What follows belongs to an exercise in optimizing a design on an open flow for small area; a production flow would make more cautious choices. The RTL was checked by simulation tests, not by an equivalence proof against the original design. Power and IR drop assume default switching activity.

==> flow/design.v (outline; a module is shown in full before it is edited, if it fits) <==
// module pipelined_complex_mult: 1080 lines
// module cm_fa: 4 lines
// module cm_ha: 4 lines
// module cm_xor: 3 lines
// module cm_xnor: 3 lines
// module cm_or: 3 lines
// module cm_ao: 3 lines
// module cm_ao22: 3 lines
// module cm_oai22: 3 lines
// module cm_bpp0: 3 lines
// module cm_bpp0n: 3 lines
// module cm_and: 3 lines
module pipelined_complex_mult (
    input clk,                    
    input rst,                    
    input signed [7:0] a,         
    input signed [7:0] b,         
    input signed [7:0] c,         
    input signed [7:0] d,         
    output reg signed [16:0] real_out,  
    output reg signed [16:0] imag_out   
);
  // ...
==> flow/flow/run.sh <==
#!/bin/bash
# The standard layout (standard.sh), with these ORFS settings changed:
#  - BUFFER_PORTS_ARGS: buffer_ports puts the smallest buffer,
#    sky130_fd_sc_hd__buf_1, on every input and output port instead of the
#    cell it picks by default (every port still gets its buffer);
#  - CTS_ARGS: the standard clock tree synthesis arguments plus
#    -dont_use_dummy_load (no dummy clock loads for balancing);
#  - REMOVE_ABC_BUFFERS: the floorplan step removes the buffers that ABC put
#    into the synthesized netlist and leaves buffering to the resizer.
# Each tool's full output is in the logs standard.sh writes under orfs/logs;
# this script's own output goes to run.log.
set -e
cd "$(dirname "$0")/.."
export BUFFER_PORTS_ARGS="-buffer_cell sky130_fd_sc_hd__buf_1"
export CTS_ARGS="-sink_clustering_enable -repair_clock_nets -dont_use_dummy_load -buf_list sky130_fd_sc_hd__clkbuf_8"
export REMOVE_ABC_BUFFERS=1
bash standard.sh > run.log 2>&1
==> flow/standard.sh <==
#!/bin/bash
# synth_recipe.tcl (not shown) runs the flow's synth.tcl, then flattens the netlist and writes it again
# the make line also repeats each setting of config.mk as NAME=value (left out here)
make -C /OpenROAD-flow-scripts/flow DESIGN_CONFIG=/design/flow/config.mk WORK_HOME=/design/flow/orfs CLKGATE_MAP_FILE= SYNTH_SCRIPT=/design/flow/synth_recipe.tcl "${@:-finish}"
==> flow/config.mk <==
export PLATFORM = sky130hd
export DESIGN_NAME = pipelined_complex_mult
export DESIGN_NICKNAME = pipelined_complex_mult
export VERILOG_FILES = /design/flow/design.v
export SDC_FILE = /design/flow/constraint.sdc
export NUM_CORES = 4
export LEC_CHECK = 0
export CAP_MARGIN = 20
export CORE_MARGIN = 2
export CORE_UTILIZATION = 40
export CTS_BUF_LIST = sky130_fd_sc_hd__clkbuf_8
export GPL_TIMING_DRIVEN = 0
export SLEW_MARGIN = 20
export SYNTH_HIERARCHICAL = 1
==> flow/constraint.sdc <==
create_clock -name core_clock -period 5.0 [get_ports {clk}]
set_input_delay 1.0000 -clock core_clock [delete_from_list [all_inputs] [get_ports {clk}]]
set_output_delay 1.0000 -clock core_clock [all_outputs]
set_load 0.01 [all_outputs]
==> summary.md, run 1 <==
| Metric | Value |
|---|---|
| Status | timing/DRC/antenna clean |
| Largest net degree at the start of global routing | 30 |
| Gate power share | 64.5% |
| Mux cell area share after synthesis | 0% |
| Most numerous cell in the Yosys netlist | xnor2_1 |
| DRC errors left | 0 |
| Syn Inst Count | around 730 |
| Pint | about 3.8 mW |
| Fillers | slightly above 2000 |
| Layout area overhead | 9.68% |
| Met2 wire length | between 9000 and 10000 um |
| Max Fanout on Critical Path | 16 |
| Synth cell types | 21 |
| Detailed placement HPWL | 12200 um |
| CTS tree | built |
| Highest routed layer | met4 |
| Post-CTS setup buffer count | 0 |
| Simple-gate share of the synthesized area | just under 6% |
| Seq. pwr | about 1.6 mW |
| Synth top area share | about 25% |
| Post-Synth Adder-Cell Area | 28.4% |
| Layout cell share with drive strength beyond 1 | 5.33% |
| Crit path to | real_out[15] |
| Cts hold-fix bufs | 0 |
| Peak supply drop | ~0.00046 V |
| Kind of end point of the critical path | flip-flop |
| Final hold viol count | 0 |
==> run 2: changes to the inputs <==
--- a/flow/design.v
+++ b/flow/design.v
@@ -28,38 +28,38 @@
     end
 end
 always @(posedge clk)
 begin
     a1 <= a; b1 <= b; c1 <= c; d1 <= d;
     a2 <= a1; b2 <= b1; c2 <= c1; d2 <= d1;
     c3_onen[0] <= ~(c2[0] ^ 1'b0);
     c3_twon[0] <= ~((c2[1] ^ c2[0]) & ~(c2[0] ^ 1'b0));
-    c3_neg[0] <= c2[1];
+    c3_neg[0] <= c2[1] & v2;
     c3_onen[1] <= ~(c2[2] ^ c2[1]);
     c3_twon[1] <= ~((c2[3] ^ c2[2]) & ~(c2[2] ^ c2[1]));
-    c3_neg[1] <= c2[3];
+    c3_neg[1] <= c2[3] & v2;
     c3_onen[2] <= ~(c2[4] ^ c2[3]);
     c3_twon[2] <= ~((c2[5] ^ c2[4]) & ~(c2[4] ^ c2[3]));
-    c3_neg[2] <= c2[5];
+    c3_neg[2] <= c2[5] & v2;
     c3_onen[3] <= ~(c2[6] ^ c2[5]);
     c3_twon[3] <= ~((c2[7] ^ c2[6]) & ~(c2[6] ^ c2[5]));
-    c3_neg[3] <= c2[7];
+    c3_neg[3] <= c2[7] & v2;
     d3_onen[0] <= ~(d2[0] ^ 1'b0);
     d3_twon[0] <= ~((d2[1] ^ d2[0]) & ~(d2[0] ^ 1'b0));
-    d3_neg[0] <= d2[1];
+    d3_neg[0] <= d2[1] & v2;
     d3_onen[1] <= ~(d2[2] ^ d2[1]);
     d3_twon[1] <= ~((d2[3] ^ d2[2]) & ~(d2[2] ^ d2[1]));
-    d3_neg[1] <= d2[3];
+    d3_neg[1] <= d2[3] & v2;
     d3_onen[2] <= ~(d2[4] ^ d2[3]);
     d3_twon[2] <= ~((d2[5] ^ d2[4]) & ~(d2[4] ^ d2[3]));
-    d3_neg[2] <= d2[5];
+    d3_neg[2] <= d2[5] & v2;
     d3_onen[3] <= ~(d2[6] ^ d2[5]);
     d3_twon[3] <= ~((d2[7] ^ d2[6]) & ~(d2[6] ^ d2[5]));
-    d3_neg[3] <= d2[7];
+    d3_neg[3] <= d2[7] & v2;
 end
 wire re_p1 = (a3n[0] | c3_onen[0]);
 wire re_p2 = ~(c3_neg[0] & (a3n[0] | c3_onen[0]));
 wire re_p3;
 wire re_p3_t;
 cm_oai22 u_re_p3_t (.a(a3n[1]), .b(c3_onen[0]), .c(a3n[0]), .d(c3_twon[0]), .y(re_p3_t));
 cm_xnor u_re_p3 (.x(re_p3_t), .y(c3_neg[0]), .s(re_p3));
 wire re_p4;
==> run 2 against run 1 <==
  * Still clean on timing, DRC and antenna
  * Non-clock buffer count increased by 1
  * Design area grew 0.81%
  * Fmax fell by 2.4%
  * Sequential cell count unchanged
  * Hold slack better by 0.020 ns
  * Clock-buffer cell count did not move
  * Sequential power hardly changed
  * Via count shrank 0.28%
  * Power is 0.92% lower
  * Critical path type unchanged
  * Largest cell class unchanged
==> summary.md, run 2 <==
| Metric | Value |
|---|---|
| Area leader, netlist | fa_1 (unchanged) |
| Largest registers | imag_out: 17 flops, real_out: 16 flops (unchanged) |
| Die ar. | 0.0231 sq mm (was 0.0230 sq mm) |
| Detailed placement HPWL | 12400 um (was 12200 um) |
| Avg Inst Size Synth | 12.0 sq um (about the same) |
| First-pass GRT wire length | 30100 um (was 30000 um) |
| Clk latency of the worst-skew pair | 0.45 ns (about the same) |
| Core box area | 0.0217 sq mm (was 0.0216 sq mm) |
| Die height | 152 um (about the same) |
| Die Width | 152 um (about the same) |
| I/O Pins | 68 (unchanged) |
| Fillers | 2091 (was 2045) |
| FP Rows | 54 (unchanged) |
| Top cells by count, synth | xnor2_1, o22ai_1, fa_1, dfxtp_1, xor2_1 (unchanged) |
| Layout area overhead | 9.90% (was 9.68%) |
| Yosys warns | 7 (unchanged) |
| Deepest clock path buffer count | 2 (unchanged) |
| Register share of total power | 25.3% (was 25.1%) |
| Syn Inst Count | 733 (was 725) |
| Crit share post-route | 96.5% (was 94.2%) |
| Power per cell area | 646 mW/mm^2 (was 657 mW/mm^2) |
| Worst min path class | reg2reg (unchanged) |
| Post-synth EDFFs | 0 (unchanged) |
| Total track usage | 16.4% (was 17.0%) |
| Wire length per cell | 16.8 um (was 16.7 um) |
| Total Power Consumption | 6.23 mW (was 6.28 mW) |
| CTS sink cnt | 139 (unchanged) |
| Synth area leaders | fa_1, dfxtp_1, xnor2_1 (unchanged) |
| Total wire length | 18400 um (was 18200 um) |
| Total CTS buffers | 17 (unchanged) |
| Max-Cap Viols | 0 (unchanged) |
| Final Wtd Congestion | 0.775 (was 0.759) |
| Pleak | 3.65 nW (was 3.66 nW) |
| Routed vias | 5751 (was 5767) |
| Root Buffer | clkbuf_8 (unchanged) |
| Pre-antenna DRT Iters | 5 (was 6) |
| Net Sw Frac | 39.4% (was 39.2%) |
| Most frequent cells in the layout | xnor2_1, o22ai_1, fa_1, dfxtp_1, buf_1 (unchanged) |
| H-Tree Depth | 4 (unchanged) |
| Final hold viol count | 0 (unchanged) |
| Post-synth top flop | dfxtp_1 (unchanged) |
| P_sw | 2.45 mW (was 2.47 mW) |
| RSZ-0062 raised after global routing | false (unchanged) |
| Mapped Area | 0.00877 sq mm (was 0.00872 sq mm) |
| Initial antenna violation count | 0 (unchanged) |
| Synth top area share | 24.7% (was 24.8%) |
| CTS tree | built (unchanged) |
| ANT cells | 0 (unchanged) |
| Yosys reg bits | 139 (unchanged) |
| Starting Density | 40.4% (was 40.3%) |
| Initial DRC Count | 372 (was 351) |
| Slew HR | 25.3% (was 25.1%) |
| Type of origin of the critical path | flip-flop (unchanged) |
| Pint | 3.77 mW (was 3.82 mW) |
| Worst Path Arrival | 5.15 ns (was 5.07 ns) |
| Largest Register | imag_out (unchanged) |
| CTS resizes | 0 (unchanged) |
| I/O Buffers | 67 (unchanged) |
| Seq/Total Area, Yosys | 34.9% (was 35.1%) |
| Asr flop ratio synth | 36.7% (unchanged) |
| Clock share of power | 10.6% (was 10.4%) |
| Max Fanout on Critical Path | 16 (unchanged) |
| Largest net degree at the start of global routing | 28 (was 30) |
| Number of global-route vias before repair | 5899 (was 5917) |
| Kind of end point of the critical path | flip-flop (unchanged) |
| Synth cell types | 23 (was 21) |
| Critical Path RT | 5.33 ns (was 5.36 ns) |
| Min Tclk post-route | 4.83 ns (was 4.71 ns) |
| Post-CTS setup buffer count | 0 (unchanged) |
| Status | timing/DRC/antenna clean (unchanged) |
| Cts hold-fix bufs | 0 (unchanged) |
| DRC errors left | 0 (unchanged) |
| Gate power share | 64.2% (was 64.5%) |
| Number of antenna-violating nets in the routed design | 0 (unchanged) |
| Max reg flops | 17 (unchanged) |
| Nets | 985 (was 976) |
| DR vias/cell | 5.25 (was 5.31) |
| Commonest non-fill, non-tap cell in the layout | xnor2_1 (unchanged) |
| Maximum clock frequency | 207 MHz (was 212 MHz) |
| Setup TNS | 0 ns (unchanged) |
| Worst Setup Path Type | reg2reg (unchanged) |
| Final core occ | 44.4% (was 44.2%) |
| Grt total ovfl | 0 (unchanged) |
| Final setup violation count | 0 (unchanged) |
| Final slew viol count | 0 (unchanged) |
| Pin slew with the least headroom to its limit | 1.12 ns (about the same) |
| Most numerous cell in the Yosys netlist | xnor2_1 (unchanged) |
| Peak supply drop | 0.000385 V (was 0.000464 V) |
| Layout cell share with drive strength beyond 1 | 6.37% (was 5.33%) |
| Clock Skew | 0.0343 ns (was 0.0439 ns) |
| Clock transition at the registers of the reported paths | 0.07 ns (was 0.09 ns) |
-- run 2: worst max-delay path, stage by stage (launching register included) --
cell     delay (ns)
dfxtp_1        0.79
o22ai_1        0.22
xnor2_1        0.24
fa_1           0.46
fa_1           0.46
fa_1           0.39
fa_1           0.38
fa_1           0.39
fa_1           0.41
a21o_1         0.21
a21o_1         0.25
a21o_1         0.24
a21o_1         0.18
xnor2_1        0.12
-- run 2: cell type report --
cell class	instances	area (sq um)	share of cell area (%)
flip-flops and latches	139	3060	31.8
well taps	280	350	3.64
multi-input cells	574	5630	58.4
clock buffers	17	234	2.43
inverters	17	63.8	0.662
repair buffers	69	299	3.10
-- run 2: logic make-up (layout without fill, tap and decap cells) --
group	after synthesis	after routing	synth area share, %
compound gates	166	166	12.2
xor+xnor	173	173	17.3
fa+ha+maj	133	133	28.2
buf+inv	20	103	0.956
flops	139	139	34.9
other cells	1	1	0.0428
simple gates	101	101	6.41
-- run 2: final timing paths --
path	startpoint	to	slack, ns	cells after the start
worst min register to register	c1[7]	c2[7]	0.32	0
max in group asynchronous	rst	a3n[0]	3.80	3
worst max-delay path	d3_twon[0]	imag_out[14]	0.17	13
min in group asynchronous	rst	v2	0.58	2
worst max register to register	d3_twon[0]	imag_out[14]	0.17	13
worst min-delay path	c1[7]	c2[7]	0.32	0
-- run 2: modules after synthesis, one instance, submodules excluded, a selection --
module	area, sq um	times used	cells inside	flops+latches
pipelined_complex_mult	3600	1	242	139
cm_fa	20.0	108	1	0
cm_ha	12.5	25	1	0
cm_xor	8.76	41	1	0
cm_xnor	8.76	126	1	0
cm_and	6.26	13	1	0
cm_oai22	6.26	128	1	0
cm_or	6.26	18	1	0
-- run 2: routing by layer --
layer / wire, um / up-vias / GRT usage, % / share of wire (%)
li1: - / 2690 / - / -
met2: 8980 / 187 / 27.5 / 49
met1: 8110 / 2847 / 21.0 / 44
met5: 0 / - / 0 / 0
met4: 320 / 0 / 6.01 / 1.7
met3: 1000 / 27 / 3.62 / 5.5
-- run 2: metrics by stage --
stage | worst slack [ns] | std cells | hold slack (ns) | instance area [sq um]
3_3_place_gp | 0.139 | 1077 | 0.310 | 9350
3_5_place_dp | 0.0823 | 1078 | 0.312 | 9370
4_1_cts | 0.0840 | 1095 | 0.314 | 9600
6_report | 0.173 | 1096 | 0.316 | 9640
2_1_floorplan | 0.585 | 730 | 0.310 | 8750
5_1_grt | 0.00401 | 1096 | 0.323 | 9640
-- run 2: power by group through the flow --
stage / registers [mW] / logic [mW] / clock network [mW]
after floorplan: 1.61 / 3.28 / 0
after global placement: 1.60 / 3.98 / 0
after detailed placement: 1.60 / 4.06 / 0
after CTS: 1.57 / 4.08 / 0.693
after global routing: 1.60 / 4.56 / 0.741
final: 1.57 / 4.00 / 0.657
==> run 3: changes to the inputs <==
--- a/flow/flow/run.sh
+++ b/flow/flow/run.sh
@@ -14,3 +14,3 @@
 export BUFFER_PORTS_ARGS="-buffer_cell sky130_fd_sc_hd__buf_1"
-export CTS_ARGS="-sink_clustering_enable -repair_clock_nets -dont_use_dummy_load -buf_list sky130_fd_sc_hd__clkbuf_8"
+export CTS_ARGS="-sink_clustering_enable -repair_clock_nets -dont_use_dummy_load -buf_list sky130_fd_sc_hd__clkbuf_8 -sink_clustering_size 20 -sink_clustering_max_diameter 60 -sink_clustering_levels 1 -balance_levels -num_static_layers 1"
 export REMOVE_ABC_BUFFERS=1
==> run 3 against run 2 <==
  * Fmax up 0.26%
  * Setup slack gained 0.012 ns
  * Wire length rose by 0.26%
  * Non-clock buffer count unchanged
  * Critical path depth did not move
  * Area after synthesis is the same
  * Synthesized cell count is the same
==> summary.md, run 3 <==
| Metric | Value |
|---|---|
| Asr flop ratio synth | 36.7% (unchanged) |
| Net Sw Frac | 39.5% (was 39.4%) |
| Nets | 985 (unchanged) |
| First-pass GRT wire length | 30200 um (was 30100 um) |
| Worst Setup Path Type | reg2reg (unchanged) |
| Clk latency of the worst-skew pair | 0.45 ns (about the same) |
| Hold_sp | c1[7] (unchanged) |
| H-Tree Depth | 4 (unchanged) |
| Placed Instances | 1078 (unchanged) |
| Slew HR | 27.4% (was 25.3%) |
| Core box area | 0.0217 sq mm (unchanged) |
| Register share of total power | 25.2% (was 25.3%) |
| FP Rows | 54 (unchanged) |
| Synth area leaders | fa_1, dfxtp_1, xnor2_1 (unchanged) |
| Pleak | 3.65 nW (unchanged) |
| Buf+Inv Stages, Crit Path | 0 (unchanged) |
| I/O Pins | 68 (unchanged) |
| Routed vias | 5753 (was 5751) |
| Clock transition at the registers of the reported paths | 0.07 ns (about the same) |
| Max Fanout on Critical Path | 16 (unchanged) |
| Grt total ovfl | 0 (unchanged) |
| Cell Chain, Critical Path | o22ai_1 > xnor2_1 > fa_1 > fa_1 > fa_1 > fa_1 > fa_1 > fa_1 > a21o_1 > a21o_1 > a21o_1 > a21o_1 > xnor2_1 (unchanged) |
| Max-Cap Viols | 0 (unchanged) |
| Fillers | 2095 (was 2091) |
| Worst min path class | reg2reg (unchanged) |
| Pre-antenna DRT Iters | 7 (was 5) |
| Avg Inst Size Synth | 12.0 sq um (unchanged) |
| Seq/Total Area, Yosys | 34.9% (unchanged) |
| Final Wtd Congestion | 0.775 (unchanged) |
| Post-synth top flop | dfxtp_1 (unchanged) |
| Initial antenna violation count | 0 (unchanged) |
| Largest registers | imag_out: 17 flops, real_out: 16 flops (unchanged) |
| Clock Skew | 0.0333 ns (was 0.0343 ns) |
| DRC errors left | 0 (unchanged) |
| Crit-path max cell delay | 0.78 ns (was 0.79 ns) |
| Mapped Area | 0.00877 sq mm (unchanged) |
| Pin slew with the least headroom to its limit | 1.09 ns (was 1.12 ns) |
| Total Power Consumption | 6.24 mW (was 6.23 mW) |
| Final slew viol count | 0 (unchanged) |
| CTS sink cnt | 139 (unchanged) |
| Top cells by count, synth | xnor2_1, o22ai_1, fa_1, dfxtp_1, xor2_1 (unchanged) |
| ANT cells | 0 (unchanged) |
| Final hold viol count | 0 (unchanged) |
| Root Buffer | clkbuf_8 (unchanged) |
| Clock share of power | 10.6% (about the same) |
| Cts hold-fix bufs | 0 (unchanged) |
| Kind of end point of the critical path | flip-flop (unchanged) |
| Layout area overhead | 9.90% (unchanged) |
| Die ar. | 0.0231 sq mm (unchanged) |
| Gate power share | 64.2% (about the same) |
| P_sw | 2.46 mW (was 2.45 mW) |
| Peak supply drop | 0.000385 V (about the same) |
| DR vias/cell | 5.25 (about the same) |
| Total track usage | 16.5% (was 16.4%) |
| Max reg flops | 17 (unchanged) |
| Synth cell types | 23 (unchanged) |
| Worst Path Arrival | 5.14 ns (was 5.15 ns) |
| Commonest non-fill, non-tap cell in the layout | xnor2_1 (unchanged) |
| Yosys reg bits | 139 (unchanged) |
| Synth top area share | 24.7% (unchanged) |
| Syn Inst Count | 733 (unchanged) |
| Finished Layout Cells | 1096 (unchanged) |
| Yosys warns | 7 (unchanged) |
| Min Tclk post-route | 4.81 ns (was 4.83 ns) |
| CTS tree | built (unchanged) |
| Total wire length | 18500 um (was 18400 um) |
| Area leader, netlist | fa_1 (unchanged) |
| Critical Path RT | 5.33 ns (about the same) |
| Final hold slack | 0.315 ns (was 0.316 ns) |
| Largest Register | imag_out (unchanged) |
| Status | timing/DRC/antenna clean (unchanged) |
| Type of origin of the critical path | flip-flop (unchanged) |
| Layout cell share with drive strength beyond 1 | 6.37% (unchanged) |
| Final setup violation count | 0 (unchanged) |
| Die Width | 152 um (unchanged) |
| Most numerous cell in the Yosys netlist | xnor2_1 (unchanged) |
| Reg2reg start | d3_twon[0] (unchanged) |
| Total CTS buffers | 17 (unchanged) |
| Largest net degree at the start of global routing | 28 (unchanged) |
| Power per cell area | 647 mW/mm^2 (was 646 mW/mm^2) |
| Pint | 3.77 mW (about the same) |
| I/O Buffers | 67 (unchanged) |
| Crit share post-route | 96.3% (was 96.5%) |
| Initial DRC Count | 367 (was 372) |
| Number of global-route vias before repair | 5891 (was 5899) |
| RSZ-0062 raised after global routing | false (unchanged) |
| Post-synth EDFFs | 0 (unchanged) |
| Die height | 152 um (unchanged) |
| CP startpoint | d3_twon[0] (unchanged) |
| Critical-path top delay cell | dfxtp_1 (unchanged) |
| Detailed placement HPWL | 12400 um (unchanged) |
| Most frequent cells in the layout | xnor2_1, o22ai_1, fa_1, dfxtp_1, buf_1 (unchanged) |
| Most common cell on crit path | fa_1 (unchanged) |
| Number of antenna-violating nets in the routed design | 0 (unchanged) |
| Setup TNS | 0 ns (unchanged) |
| Deepest clock path buffer count | 2 (unchanged) |
| Maximum clock frequency | 208 MHz (was 207 MHz) |
| Wire length per cell | 16.8 um (about the same) |
| Top cell family by delay on the critical path | adder cells (unchanged) |
| Starting Density | 40.4% (unchanged) |
-- run 3: power groups by stage --
| stage | clock network (mW) | logic (mW) | registers (mW) |
|---|---|---|---|
| 2_1_floorplan | 0 | 3.28 | 1.61 |
| 3_3_place_gp | 0 | 3.98 | 1.60 |
| 3_5_place_dp | 0 | 4.06 | 1.60 |
| 4_1_cts | 0.694 | 4.09 | 1.57 |
| 5_1_grt | 0.746 | 4.56 | 1.60 |
| 6_report | 0.661 | 4.00 | 1.57 |
-- run 3: cells by family after synthesis --
kind of cell             count (synthesis)  synth area share (%)
AO/OA/AOI/OAI                          166                  12.2
XOR/XNOR                               173                  17.3
adder cells (fa/ha/maj)                133                  28.2
buffers and inverters                   20                 0.956
flip-flops                             139                  34.9
other                                    1                0.0428
AND/OR/NAND/NOR                        101                  6.41
-- run 3: path summary, 6_finish.rpt --
kind | end | slack [ns] | depth (start not counted)
worst max-delay path | imag_out[14] | 0.19 | 13
worst min-delay path | c2[7] | 0.31 | 0
worst max register to register | imag_out[14] | 0.19 | 13
worst min register to register | c2[7] | 0.31 | 0
max in group asynchronous | a3n[0] | 3.82 | 3
min in group asynchronous | v2 | 0.58 | 2
-- run 3: cell type report --
type / count / area, sq um / share of cell area, %
Tap cell: 280 / 350 / 3.64
Timing Repair Buffer: 69 / 299 / 3.10
Inverter: 17 / 63.8 / 0.662
Clock buffer: 17 / 234 / 2.43
Multi-Input combinational cell: 574 / 5630 / 58.4
Sequential cell: 139 / 3060 / 31.8
-- run 3: routing by layer --
layer  global-route usage [%]  vias to the layer above  share of wire (%)
li1                         -                     2687                  -
met1                     21.2                     2869                 44
met2                     27.8                      173                 49
met3                     3.54                       24                5.2
met4                     5.56                        0                1.3
met5                        0                        -                  0
-- run 3: per-module statistics from Yosys, one instance, submodules excluded, a selection --
module	flip-flops and latches	area [sq um]
cm_fa	0	20.0
cm_or	0	6.26
cm_xor	0	8.76
pipelined_complex_mult	139	3600
cm_xnor	0	8.76
cm_ha	0	12.5
cm_ao	0	7.51
-- run 3: per-stage QoR --
step                      worst slack (ns)  util (%)  instance area, sq um
after floorplan                      0.585         -                  8750
after global placement               0.139      43.1                  9350
after detailed placement            0.0823      43.2                  9370
after CTS                           0.0935      44.3                  9600
after global routing               0.00247      44.4                  9640
final                                0.185      44.4                  9640
-- run 3: repair_timing --
action,4_1_cts,5_1_grt
endpoints found under the setup margin,0,4
gates resized for setup,0,3
buffers inserted,0,0

[port drivers added, routing unchanged]
The results above use ideal ports. As a check the final layouts listed here were re-extracted and re-timed, cells and wires unchanged. Step 1 assumes that a clkbuf_16 drives the clock port and a buf_2 every other input. Step 2, shift: input delay + t, output delay - t, t = (earliest + latest rising clock arrival at the registers) / 2. This alone moves slack from input paths to output paths. Slacks: no drivers / after step 1 / after step 2; pairs: no drivers / after step 1.
run	t (ns)	setup slack, ns	clock arrival spread, ns
run 1	0.466	0.288 / 0.288 / 0.288	0.045 / 0.045
run 2	0.464	0.173 / 0.173 / 0.173	0.044 / 0.044
run 3	0.467	0.185 / 0.185 / 0.185	0.042 / 0.041
After both steps setup and hold are still met in every run listed.
